Context: an optimization exercise on an open-source flow, tuned for small area, a short achievable clock period and few clock cycles. The choices shown serve that exercise and are no tape-out recipe.
Function was checked by simulation only, so behaviour that the tests miss may differ from the original.
No activity file was given, so power comes from the tool's default toggle rates.

==> flow/design.v <==
`timescale 1ns / 1ps
module data_memory(
    input clk,
    input signed [1:0] wrdata,
    input [8:0] wraddr,
	input [8:0] rdaddr,
    input we,
    input rd,
    output signed [1:0] rddata
    );
    reg signed [1:0] mem [0:255];
    always @(posedge clk)
    begin
        if (we)
           mem[wraddr] <= wrdata;
    end
    assign rddata = (rd)?mem[rdaddr]:2'b00;
endmodule
`timescale 1ns / 1ps
module b12_memory(
    input clk,
    input signed [15:0] b12_wrdata,
    input [4:0] wr_b12addr,
	input [4:0] rd_b12addr,
    input we,
    input rd,
    output signed [15:0] b12_rddata 
    );
    reg signed [15:0] mem [0:19];
    always @(posedge clk)
    begin
        if (we)
           mem[wr_b12addr] <= b12_wrdata;
    end
    assign b12_rddata = (rd)?mem[rd_b12addr]:16'h0000;
endmodule
`timescale 1ns / 1ps
module b23_memory(
    input clk,
    input signed [15:0] b23_wrdata,
    input [3:0] wr_b23addr,
	input [3:0] rd_b23addr,
    input we,
    input rd,
    output signed [15:0] b23_rddata
    );
    reg signed [15:0] mem [0:9];
    always @(posedge clk)
    begin
        if (we)
           mem[wr_b23addr] <= b23_wrdata;
    end
    assign b23_rddata = (rd)?mem[rd_b23addr]:16'h0000;
endmodule
`timescale 1ns / 1ps
module adder(
    input signed[15:0] a,
    input signed[15:0] b,
    output signed[15:0] out
    );
    assign out = a+b;
endmodule
`timescale 1ns / 1ps
module adder32bit(
    input signed [31:0] a,
    input signed [15:0] b,
    output signed [31:0] out
    );
    wire signed [25:0] z;
    wire signed [31:0] k;
    assign z = {b,10'b0};
    assign k = {{6{z[25]}},z};
    assign out = a+k;
endmodule
`timescale 1ns / 1ps
module leakyrelu(
    input signed [15:0] a,
    output reg signed [15:0] out
    );
    always @(a)
    begin
        if(a[15])
           out = a>>>3;
        else
           out = a;
    end
endmodule
`timescale 1ns / 1ps
module leakyrelu32bit(
    input signed [31:0] a,
    output reg signed [31:0] out
    );
    always @(a)
    begin
        if(a[31])
           out = a>>>3;
        else
           out = a;
    end
endmodule
`timescale 1ns / 1ps
module stage1(
input clk,  
input reset,
input start,
input signed [15:0] w12_rddata,  
output [12:0] w12_rdaddr,  
input [4:0] wr_b12addr,  
input [8:0] wraddr,  
input signed [15:0] b12_wrdata,  
input signed [1:0] wrdata,  
input we_data,  
input we_b12,  
output [319:0] stage2_in_bus,  
output reg stage1_done  
);
reg signed [15:0] stage2_in [0:19];
reg signed [15:0] z2 [0:19];  
reg signed [15:0] hidlayer_out;  
reg signed [1:0]  data;  
reg signed [15:0] w12 [0:19];  
reg signed [15:0] b12;
wire signed [15:0] stage1_out;  
parameter RESET = 1'b0;
parameter MULT  = 1'b1;
parameter ADD_RESET = 1'b0;
parameter ADD = 1'b1;
reg state;  
reg add_state;
reg stage1_mac_done;  
reg stage1_mac_delay;  
wire signed [15:0] w12wire;
wire signed [15:0] b12wire;
wire signed [1:0] data_i;
reg [8:0] i; 
reg [4:0] k; 
reg [4:0] l; 
wire [12:0] b12_addr;
integer j;
always @(posedge clk)
begin
    if (reset)
    begin
        i <= 9'b0;   
        k <= 5'b0;   
		for (j = 0; j < 20; j = j + 1) begin
               z2[j] <= 16'b0;   
        end
        state <= RESET;
        stage1_mac_done <= 1'b0;
    end
    else begin
    case(state)       
        RESET:begin
           if(start)
            begin
				i <= 9'b0;   
				k <= 5'b0;   
				for (j = 0; j < 20; j = j + 1) begin
					z2[j] <= 16'b0;   
				end
                state <= MULT;
				stage1_mac_done<=1'b0;
            end 
        end
        MULT:begin
            if(i[8]==1'b1)   
            begin
                stage1_mac_done <= 1'b1;
                state <= RESET;
            end
            else if(k==5'b10100)  
            begin
                z2[0] <= data*w12[0]+z2[0];   
                z2[1] <= data*w12[1]+z2[1];
                z2[2] <= data*w12[2]+z2[2];
                z2[3] <= data*w12[3]+z2[3];
                z2[4] <= data*w12[4]+z2[4];
                z2[5] <= data*w12[5]+z2[5];
                z2[6] <= data*w12[6]+z2[6];
                z2[7] <= data*w12[7]+z2[7];
                z2[8] <= data*w12[8]+z2[8];
                z2[9] <= data*w12[9]+z2[9];
                z2[10] <= data*w12[10]+z2[10];
                z2[11] <= data*w12[11]+z2[11];
                z2[12] <= data*w12[12]+z2[12];
                z2[13] <= data*w12[13]+z2[13];
                z2[14] <= data*w12[14]+z2[14];
                z2[15] <= data*w12[15]+z2[15];
                z2[16] <= data*w12[16]+z2[16];
                z2[17] <= data*w12[17]+z2[17];
                z2[18] <= data*w12[18]+z2[18];
                z2[19] <= data*w12[19]+z2[19];
                i <= i+1'b1;
                k <= 5'b0;
            end
            else
            begin
                w12[k] <= w12wire;  
                data <= data_i;  
                k <= k+1'b1;  
            end
        end
    endcase
  end
 end
assign b12_addr = 13'b0000100000000*k+i;  
assign w12_rdaddr = b12_addr;  
assign w12wire = w12_rddata;
data_memory a2 (clk,wrdata,wraddr, i,we_data,1'b1,data_i);  
  always @(posedge clk)
  begin
     if (reset)
        stage1_mac_delay <= 1'b0;
    else
        stage1_mac_delay <= stage1_mac_done;
 end
b12_memory a3 (clk,b12_wrdata,wr_b12addr,l,we_b12,1'b1,b12wire);  
always @(posedge clk)   
begin
    if (reset)
    begin
        l <= 5'b0;
        add_state <= ADD_RESET;
        stage1_done <= 1'b0;
    end
    else begin
    case (add_state)
    ADD_RESET: begin
        if(!stage1_mac_delay && stage1_mac_done)
        begin
			l <= 5'b0;
            stage1_done <= 1'b0;
            add_state <= ADD;
        end
    end
    ADD: begin
        if (l==5'b10100)
            begin
                stage1_done <= 1'b1;
                add_state <= ADD_RESET;
            end
        else
            begin
                l <= l+1'b1;
            end
    end
    endcase
    end
end
 adder u1 (z2[l], b12wire, stage1_out);  
leakyrelu u2 (stage1_out, hidlayer_out);  
always @(posedge clk)
 begin
    if (reset)
    begin
        for (j = 0; j < 20; j = j + 1) begin
             stage2_in[j] <= 16'b0;
        end
    end
    else
      stage2_in[l] <= hidlayer_out;   
 end
genvar g;
generate
  for (g = 0; g < 20; g = g + 1) begin : g_out
    assign stage2_in_bus[16*g+15:16*g] = stage2_in[g];
  end
endgenerate
endmodule
`timescale 1ns / 1ps
module inhiddenout(
input clk,  
input reset,
input [319:0] stage2_in_bus,  
input stage1_done,  
input [3:0] wr_b23addr,  
input signed [15:0] b23_wrdata,  
input b23_we,  
output [7:0] w23_rdaddr,  
input signed [15:0] w23_rddata,  
output [319:0] finalout_bus,  
output reg stage2_done  
);
wire signed [15:0] stage2_in [0:19];
reg signed [31:0] finalout [0:9];
reg signed [31:0] z3 [0:9];  
reg signed [15:0] w23 [0:9];  
reg signed [15:0] hid;  
parameter S2_RESET = 2'b00;
parameter S2_MULT = 2'b01;
parameter S2_ADD = 2'b10;
reg [1:0] state;
reg stage1_done_delay;
reg [4:0] j;  
reg [3:0] k;  
reg [3:0] n;  
wire signed [15:0] b23wire;
wire signed [31:0] sum_out;
wire signed [31:0] relu_out;
integer m;
genvar g;
generate
  for (g = 0; g < 20; g = g + 1) begin : g_in
    assign stage2_in[g] = stage2_in_bus[16*g+15:16*g];
  end
  for (g = 0; g < 10; g = g + 1) begin : g_out
    assign finalout_bus[32*g+31:32*g] = finalout[g];
  end
endgenerate
assign w23_rdaddr = 8'd20*k+j;  
always @(posedge clk)
begin
    if (reset)
        stage1_done_delay <= 1'b0;
    else
        stage1_done_delay <= stage1_done;
end
b23_memory a4 (clk,b23_wrdata,wr_b23addr,n,b23_we,1'b1,b23wire);  
adder32bit u3 (z3[n], b23wire, sum_out);  
leakyrelu32bit u4 (sum_out, relu_out);  
always @(posedge clk)
begin
    if (reset)
    begin
        j <= 5'b0;
        k <= 4'b0;
        n <= 4'b0;
        state <= S2_RESET;
        stage2_done <= 1'b0;
        for (m = 0; m < 10; m = m + 1) begin
            z3[m] <= 32'b0;
            finalout[m] <= 32'b0;
        end
    end
    else begin
    case (state)
    S2_RESET: begin
        if (!stage1_done_delay && stage1_done)
        begin
            j <= 5'b0;
            k <= 4'b0;
            n <= 4'b0;
            for (m = 0; m < 10; m = m + 1) begin
                z3[m] <= 32'b0;
            end
            stage2_done <= 1'b0;
            state <= S2_MULT;
        end
    end
    S2_MULT: begin
        if (j == 5'b10100)  
        begin
            n <= 4'b0;
            state <= S2_ADD;
        end
        else if (k == 4'b1010)  
        begin
            for (m = 0; m < 10; m = m + 1) begin
                z3[m] <= hid*w23[m] + z3[m];
            end
            j <= j + 1'b1;
            k <= 4'b0;
        end
        else
        begin
            w23[k] <= w23_rddata;
            hid <= stage2_in[j];
            k <= k + 1'b1;
        end
    end
    S2_ADD: begin
        if (n == 4'b1010)
        begin
            stage2_done <= 1'b1;
            state <= S2_RESET;
        end
        else
        begin
            finalout[n] <= relu_out;
            n <= n + 1'b1;
        end
    end
    default: state <= S2_RESET;
    endcase
    end
end
endmodule
`timescale 1ns / 1ps
module finalstage(
input clk,  
input reset,
input start,  
input [319:0] stage3_in_bus,  
input stage2_done,  
output reg done,  
output reg [9:0] onehot_enc  
);
reg signed [31:0] final_out; 
wire signed [31:0] stage3_in [0:9];
genvar g;
generate
  for (g = 0; g < 10; g = g + 1) begin : g_in
    assign stage3_in[g] = stage3_in_bus[32*g+31:32*g];
  end
endgenerate
reg stage3_maxval_state;
reg stage2_done_delay;
parameter STAGE3_RESET = 1'b0;
parameter STAGE3_MAXVAL = 1'b1;
reg [3:0] z;
reg [3:0] max_out;
 always @(posedge clk)
 begin
    if (reset)
        stage2_done_delay <= 1'b0;
    else
        stage2_done_delay <= stage2_done;
 end
 always @(posedge clk) 
 begin
    if(reset)
    begin
        stage3_maxval_state <= STAGE3_RESET;
		z<=4'b0;		
        max_out <= 4'b0;
        onehot_enc <= 10'b0;
        done <= 1'b0;
    end
    else begin
    case (stage3_maxval_state)
    STAGE3_RESET:begin
        if(!stage2_done_delay && stage2_done)
        begin
			z<=4'b0;		
			max_out <= 4'b0;
            done <= 1'b0;
            stage3_maxval_state <= STAGE3_MAXVAL;
        end
        else if(start)
            done <= 1'b0;
    end
    STAGE3_MAXVAL:begin
       if(z==4'b1010)
        begin
            done <= 1'b1;
            onehot_enc <= 10'b0000000001<<max_out;
            stage3_maxval_state <= STAGE3_RESET;
        end
        else
        begin
		    if(stage3_in[z]>stage3_in[max_out])
		    begin
		      max_out <= z;
		    end
            z<= z+1'b1;
        end
    end
   endcase
   end
 end
endmodule
`timescale 1ns / 1ps
module top(
input clk,
input reset,
input start,
input signed [1:0] wrdata,
input signed [15:0] b12_wrdata,
input signed [15:0] b23_wrdata,
input [4:0] wr_b12addr,  
input [8:0] wraddr,  
input [3:0] wr_b23addr,  
input we_data,
input we_b12,
input b23_we,
output [12:0] w12_rdaddr,  
input signed [15:0] w12_rddata,  
output [7:0] w23_rdaddr,  
input signed [15:0] w23_rddata,  
output done,
output [9:0] onehot_enc 
);
wire [319:0] stage2_in;
wire [319:0] finalout;
wire stage1_done,stage2_done;
stage1 c1 (clk,reset,start,w12_rddata,w12_rdaddr,wr_b12addr,wraddr,b12_wrdata,wrdata,we_data,we_b12,stage2_in,stage1_done);
inhiddenout c2 (clk,reset,stage2_in,stage1_done,wr_b23addr,b23_wrdata,b23_we,w23_rdaddr,w23_rddata,finalout,stage2_done);
finalstage  c3 (clk,reset,start,finalout,stage2_done,done,onehot_enc);
endmodule
==> flow/run.sh <==
#!/bin/bash
# synth_recipe.tcl (not shown) runs the flow's synth.tcl, then flattens the netlist and writes it again
# the make line also repeats each setting of config.mk as NAME=value (left out here)
make -C /OpenROAD-flow-scripts/flow DESIGN_CONFIG=/design/flow/config.mk WORK_HOME=/design/flow/orfs CLKGATE_MAP_FILE= SYNTH_SCRIPT=/design/flow/synth_recipe.tcl finish
==> flow/config.mk <==
export PLATFORM = sky130hd
export DESIGN_NAME = top
export DESIGN_NICKNAME = top
export VERILOG_FILES = /design/flow/design.v
export SDC_FILE = /design/flow/constraint.sdc
export NUM_CORES = 4
export LEC_CHECK = 0
export CAP_MARGIN = 20
export CORE_MARGIN = 2
export CORE_UTILIZATION = 40
export PLACE_DENSITY = 0.45
export SLEW_MARGIN = 20
==> flow/constraint.sdc <==
create_clock -name core_clock -period 10.0 [get_ports {clk}]
set_input_delay 2.0000 -clock core_clock [delete_from_list [all_inputs] [get_ports {clk}]]
set_output_delay 2.0000 -clock core_clock [all_outputs]
set_load 0.01 [all_outputs]
==> flow_summary_export.csv <==
group,metric,value,unit
synthesis,synth_edf_count,2130,
route,wl_met2,388000,um
sta,tightestPinTransition,1250,ps
power,vdd_drop_max,0.000151,V
route,routed_wl,823000,um
floorplan,die_h,791,um
worst_hold_path,hp-start,"c1.z2[0][15]",
clock_network,clkTransAtPathRegs,60,ps
synthesis,syn_area_per_cell,10.6,um^2
setup_path,r2r-end,"c2.finalout[8][30]",
floorplan,die-area,626000,um^2
power,power.density,100,nW/um^2
setup_path,startpoint_type,"flip-flop",
route,wl_met1,365000,um
synthesis,synth_top_cell_by_area,"fa_1",
grt,grt_pass1_wl,1220000,um
synthesis,synth_top_area_share,0.260,
synthesis,syn_inst,23400,
setup_path,reg2reg_slack,1700,ps
sta,hold_viol,0,
grt,grt_pass1_vias,179000,
clock_network,clockRootBuffer,"clkbuf_16",
route,wire_per_inst,26.0,um
run_status,status,"finished clean",
clock_network,cts_resized,0,
clock_network,cts_tree,"done",
synthesis,synth-seq-cells,2841,
clock_network,ctsHtreeMaxLevel,5,
place,routabilityCongestion,0.878,
route,route.detailed.drc,0,
floorplan,initial_core_util,0.401,
floorplan,die-width,791,um
grt,grt_overflow,0,
route,vias,171000,
floorplan,io_pins,122,
setup_path,crit_end,"c2.finalout[8][30]",
synthesis,synth_ff_type,"edfxtp_1",
route,dr.pass1.iters,9,
sta,slew_viol_final,0,
sta,slew_headroom,0.164,
route,antenna_left,0,
flow_run,cap_violations,0,
sta,post-route-period-util,0.830,
synthesis,synth_area_leaders,"fa_1 26%, edfxtp_1 26%, ha_1 7.2%",
setup_path,reg2reg_depth,17,
synthesis,yosysSeqAreaShare,0.315,
setup_path,crit_start,"c2.n[1]",
synthesis,ys_types,95,
layout,layout-drive-gt1-share,0.0674,
setup_path,cp.required,10700,ps
route,routed_via_density,5.40,
setup_path,critPathKind,"flip-flop to flip-flop",
grt,grt_max_degree,155,
synthesis,synth_nets,28200,
setup_path,crit_fanout,28,
grt,grt_antenna_before_repair,58,
setup_path,r2r-start,"c2.n[1]",
sta,setup_violations,0,
worst_hold_path,worst_hold_path_type,"flip-flop to flip-flop",
layout,nets,27900,
setup_path,cp-end-kind,"flip-flop",
synthesis,synthArstFlopShare,0,
sta,rsz0062_at_grt,"false",
route,top_layer,"met5",
clock_network,cts_buffer_depth,4,
clock_network,clock_latency,1010,ps
route,route.met3.wl,45100,um
sta,skew,57.5,ps
place,dp.cells,31000,
clock_network,clock-sinks,2841,
route,drt_iter0_markers,13400,
grt,grt.total_usage,0.264,
sta,fmax,120,MHz
setup_path,cp.arrival,9000,ps
place,hpwl,583000,um
synthesis,synth_area,248000,um^2
floorplan,floorplan.rows,289,
layout,area_growth,9.16,%
power,p_leak,118,nW
place,io_buffer_count,120,
sta,setup_tns,0,ps
clock_network,ctsHoldBuffers,0,
layout,final_cells,31700,
floorplan,coreArea,618000,um^2
synthesis,ys_warn_count,12,
clock_network,postCtsSetupBuffers,0,
sta,fin_crit,8300,ps
clock_network,cts_buffers,357,
[registers in the layout (all words and copies together), names as in the netlist, 2 cells and up, named ones only]
name / cells
c2.w23: 160
c3.onehot_enc: 10
c3.max_out: 4
c1.stage2_in: 320
c2.state: 2
c2.finalout: 320
c2.hid: 16
c2.n: 4
c1.l: 5
c1.w12: 320
c1.k: 5
c2.j: 5
c1.a3.mem: 320
c1.a2.mem: 512
c2.a4.mem: 160
c2.k: 4
c1.i: 9
c2.z3: 320
c1.z2: 320
c1.data: 2
c3.z: 4
[critical path, cell delays in order, from the launching register on]
cell	delay [ps]
dfxtp_1	520
inv_1	140
ha_1	490
and2_2	320
buf_4	280
a22oi_1	940
nand2_1	390
a221oi_1	810
nand3_1	550
ha_1	450
or2_2	300
or4b_1	530
and3_1	210
o311ai_2	350
a21oi_1	130
o41ai_2	500
xor2_2	840
a21oi_1	150
[power by group]
group / switching, mW / internal [mW]
Clock: 5.65 / 7.54
Sequential: 0.0532 / 12.8
Combinational: 0.762 / 0.261
Total: 6.47 / 20.6
[cell type report]
cell class	instances	area (um^2)
flip-flops and latches	2841	78200
inverters	4296	16100
fillers	59500	348000
clock buffers	471	9800
repair buffers	526	4600
diodes	31	77.6
well taps	8148	10200
clock inverters	184	1820
multi-input cells	15200	150000
[cell usage after synthesis, types with 63 or more instances]
cell type,n
nand3_1,271
nor3_1,310
or3_1,88
dfxtp_1,711
o22ai_1,253
mux4_2,298
a22oi_1,305
o21ai_0,539
nor2_1,806
ha_1,1419
and2_1,1302
a221oi_1,159
a31oi_1,71
inv_1,4296
nand4_1,87
xor2_1,268
nor2b_1,90
a222oi_1,121
clkbuf_1,1018
buf_1,63
a21o_1,225
a21oi_1,736
edfxtp_1,2130
a211oi_1,110
and3_1,86
nand2b_1,447
o31ai_1,66
mux2i_1,117
fa_1,3224
o21a_1,65
nand2_1,2325
a22o_1,208
xnor2_1,457
[how the worst min path moves through the flow]
stage / endpoint / slack (ps) / cells past startpoint
2_1_floorplan: c1.z2[0][15] / 410 / 1
3_3_place_gp: c1.z2[0][15] / 430 / 1
3_5_place_dp: c1.z2[0][15] / 430 / 1
4_1_cts: c1.z2[0][15] / 450 / 1
5_1_grt: c3.onehot_enc[9] / 460 / 2
6_report: c1.z2[0][15] / 450 / 1
[cells by family (layout without fill, tap and decap cells)]
group | Yosys count | count (layout) | share of synthesized area
buffers and inverters | 5438 | 5477 | 0.0830
XOR/XNOR | 725 | 725 | 0.0256
adder cells (fa/ha/maj) | 4643 | 4643 | 0.332
AO/OA/AOI/OAI | 3315 | 3315 | 0.0916
other | 0 | 31 | 0
AND/OR/NAND/NOR | 6021 | 6021 | 0.119
flip-flops | 2841 | 2841 | 0.315
multiplexers | 465 | 465 | 0.0341
[per-layer routing]
metal / vias up / track usage
met5: - / 0
met4: 16 / 0.0692
met3: 866 / 0.0309
met2: 4461 / 0.435
met1: 89100 / 0.371
li1: 76700 / -
[stage by stage]
stage                     hold WS (ps)  worst slack, ps  instance area [um^2]  utilization  total power, mW
after floorplan                    412             3190                248000            -             13.6
after global placement             425             1780                259000        0.419             14.1
after detailed placement           432             1970                259000        0.419             14.1
after CTS                          445             1930                271000        0.438             27.4
after global routing               463             1620                271000        0.438             27.8
final                              448             1700                271000        0.438             27.1
[placed cells by master, fill, tap and decap left out, types with 450 or more instances in the layout]
master    count
xnor2_1     450
edfxtp_1   2130
fa_1       3224
dfxtp_1     702
ha_1       1419
o21ai_0     533
nand2_1    2318
inv_1      4295
a21oi_1     736
and2_1     1296
nor2_1      751
Testbench counts, summed over its fixed seeds: cycles 283,248.

-- what the ideal ports hide --
Ports are ideal in the flow. The routed layout listed here was re-timed in OpenROAD. Step 1: set_driving_cell puts a clkbuf_16 on clk and a buf_2 on each other input, an assumption about the parent block. Step 2 moves the port delays by t, midway between the first and last clock arrival at a register: inputs arrive t later, outputs are due t later. That takes back most of the time a late clock gives input paths. Slacks: no drivers / after step 1 / after step 2; pairs: no drivers / after step 1.
t, ns: 1.124
setup slack, ns: 1.697 / 1.697 / 1.697
worst setup path after step 2: register to register
clock arrival spread, ns: 0.072 / 0.072
After both steps setup and hold are still met in this run. For this run, drivers alone change the setup slack by 0.000 ns; drivers and shift together by 0.000 ns.
